Background: an optimization exercise with open tools, aiming at small area. Do not read the settings as production practice. Function was checked by simulation only, so behaviour that the tests miss may differ from the original. No driver is modelled on the clock port, so clocking that relies on it looks cheaper here than on a real chip. Power figures rest on the tool's default switching activity, not on a simulated workload.

## rev 12
==> flow/design.v (excerpt) <==
module DES_Core_Pipelined(
    input wire clk,
    input wire reset,  
    input wire [63:0] plaintext_i,
    input wire [63:0] key_i,
    output wire [63:0] ciphertext_o
    );
    wire [63:0] c_n;
    wire x120;
    fx_xor2 u120 (.a(key_i[0]), .b(key_i[12]), .y(x120));
    wire x121;
    fx_xor2 u121 (.a(key_i[29]), .b(key_i[32]), .y(x121));
    wire x122;
    fx_xor2 u122 (.a(key_i[6]), .b(x120), .y(x122));
    wire x123;
    fx_xor2 u123 (.a(key_i[27]), .b(key_i[30]), .y(x123));
    wire x124;
    fx_xor2 u124 (.a(key_i[31]), .b(key_i[34]), .y(x124));
    wire x125;
    fx_xor2 u125 (.a(key_i[3]), .b(key_i[9]), .y(x125));
    wire x126;
    fx_xor2 u126 (.a(key_i[5]), .b(key_i[55]), .y(x126));
    wire x127;
    fx_xor2 u127 (.a(key_i[1]), .b(key_i[7]), .y(x127));
    wire x128;
    fx_xor2 u128 (.a(key_i[11]), .b(key_i[15]), .y(x128));
    wire x129;
    fx_xor2 u129 (.a(key_i[16]), .b(x122), .y(x129));
    wire x130;
    fx_xor2 u130 (.a(x126), .b(x128), .y(x130));
    wire x131;
    fx_xor2 u131 (.a(x125), .b(x130), .y(x131));
    wire x132;
    fx_xor2 u132 (.a(key_i[2]), .b(key_i[14]), .y(x132));
    wire x133;
    fx_xor2 u133 (.a(key_i[8]), .b(x132), .y(x133));
    wire x134;
    fx_xor2 u134 (.a(key_i[13]), .b(x127), .y(x134));
  ...
Size: ~1100 flip-flops, ~24000 sq um of cells after synthesis.
Settings: LEC_CHECK=0, CAP_MARGIN=20, CORE_MARGIN=2, CORE_UTILIZATION=75, GPL_TIMING_DRIVEN=0, SLEW_MARGIN=20, SYNTH_HIERARCHICAL=1; clock period 4.0 ns.
standard.sh (not shown) runs the stock make flow with config.mk's settings and CLKGATE_MAP_FILE= SYNTH_SCRIPT=/design/flow/synth_recipe.tcl, a recipe that flattens the netlist after the stock synthesis.
==> flow/flow/run.sh <==
#!/bin/bash
# The standard layout (standard.sh: the standard flow's synthesis and ORFS steps) with three changes:
#  - ports get the smallest buffer cell (buf_1);
#  - the clock tree is built from clkbuf_8 sink clusters of at most 21 flip-flops, without
#    dummy loads;
#  - after CTS, fix_clk.tcl downsizes lightly loaded leaf clock buffers (flip-flop clock pin
#    slew under 85 ps with placement parasitics) while their slew stays under 100 ps.
# Each tool's output goes to its own log here: make_cts.log, fix_clk.log, make_finish.log
# (the ORFS step logs are under orfs/logs).
set -euo pipefail
CTS="-sink_clustering_enable -repair_clock_nets -dont_use_dummy_load"
CTS="$CTS -buf_list {sky130_fd_sc_hd__clkbuf_8}"
CTS="$CTS -sink_clustering_size 20 -sink_clustering_max_diameter 65"
ARGS=("BUFFER_PORTS_ARGS=-buffer_cell sky130_fd_sc_hd__buf_1" "CTS_ARGS=$CTS")
bash standard.sh "${ARGS[@]}" cts > make_cts.log 2>&1
R=orfs/results/$FLOW_PLATFORM/DES_Core_Pipelined/base
PLATFORM_DIR=$FLOW_HOME/platforms/$FLOW_PLATFORM CTS_ODB=$R/4_1_cts.odb CTS_SDC=$R/4_cts.sdc \
  FIX_HI=1.0 FIX_LO=0.085 FIX_DOWN_MAX=0.10 \
  openroad -no_init -exit flow/fix_clk.tcl > fix_clk.log 2>&1
cp $R/4_1_cts.odb $R/4_cts.odb
touch $R/4_cts.sdc
bash standard.sh "${ARGS[@]}" finish > make_finish.log 2>&1
Other scripts of this flow, unchanged in this note and not shown: flow/flow/fix_clk.tcl
The inputs of rev 13 differ from those of rev 12 as listed below.
diff --git a/flow/flow/run.sh b/flow/flow/run.sh
--- a/flow/flow/run.sh
+++ b/flow/flow/run.sh
@@ -12,3 +12,3 @@
 CTS="$CTS -buf_list {sky130_fd_sc_hd__clkbuf_8}"
-CTS="$CTS -sink_clustering_size 20 -sink_clustering_max_diameter 65"
+CTS="$CTS -sink_clustering_size 21 -sink_clustering_max_diameter 55"
 ARGS=("BUFFER_PORTS_ARGS=-buffer_cell sky130_fd_sc_hd__buf_1" "CTS_ARGS=$CTS")
Findings:
Rev 13: all stages complete, timing, DRC and antenna checks passed. Worst setup slack after layout on rev 13 is down relative to rev 12. Rev 12 has higher count of clock-net buffers in the final layout than rev 13. The clock network fraction of total power of rev 13 and that of rev 12 are within noise of each other. Rev 12 → rev 13: sequential cell count saw little to no change; worst slack after detailed placement saw little to no change. Cmp rev 13 vs rev 12: overall routed net length higher in rev 13. Rev 13 vs. rev 12: area share of buffers outside the clock network held steady, power dissipated in combinational cells held steady, share of the cycle needed by the critical path after routing grew by 1.5 points. As far as synthesis-to-layout area growth is concerned, rev 12 and rev 13 perform about the same. Highest achievable clock rate: lower on rev 13.

-- port drivers added, routing unchanged --
The flow's constraints put no driver on any port. The routed layouts listed below were extracted and timed again, unchanged, in two steps.
Step 1, drivers: a clkbuf_16 drives clk and a buf_2 each remaining input, both assumed.
Step 2, shift: input delay + t, output delay - t, t = (earliest + latest rising clock arrival at the registers) / 2. This alone moves slack from input paths to output paths.
Three values: ideal ports, drivers, drivers and shift; two values: the first two.
| run | shift t [ns] | setup WS [ns] | clock arrival spread, ns |
|---|---|---|---|
| rev 12 | 0.652 | 0.373 / 0.396 / -0.256 | 0.051 / 0.050 |
| rev 13 | 0.642 | 0.314 / 0.337 / -0.305 | 0.087 / 0.088 |
With both steps, setup timing fails in rev 12 and rev 13, where it was met with ideal ports. For rev 12, which loses most, drivers alone change the setup slack by +0.023 ns; drivers and shift together by -0.629 ns.
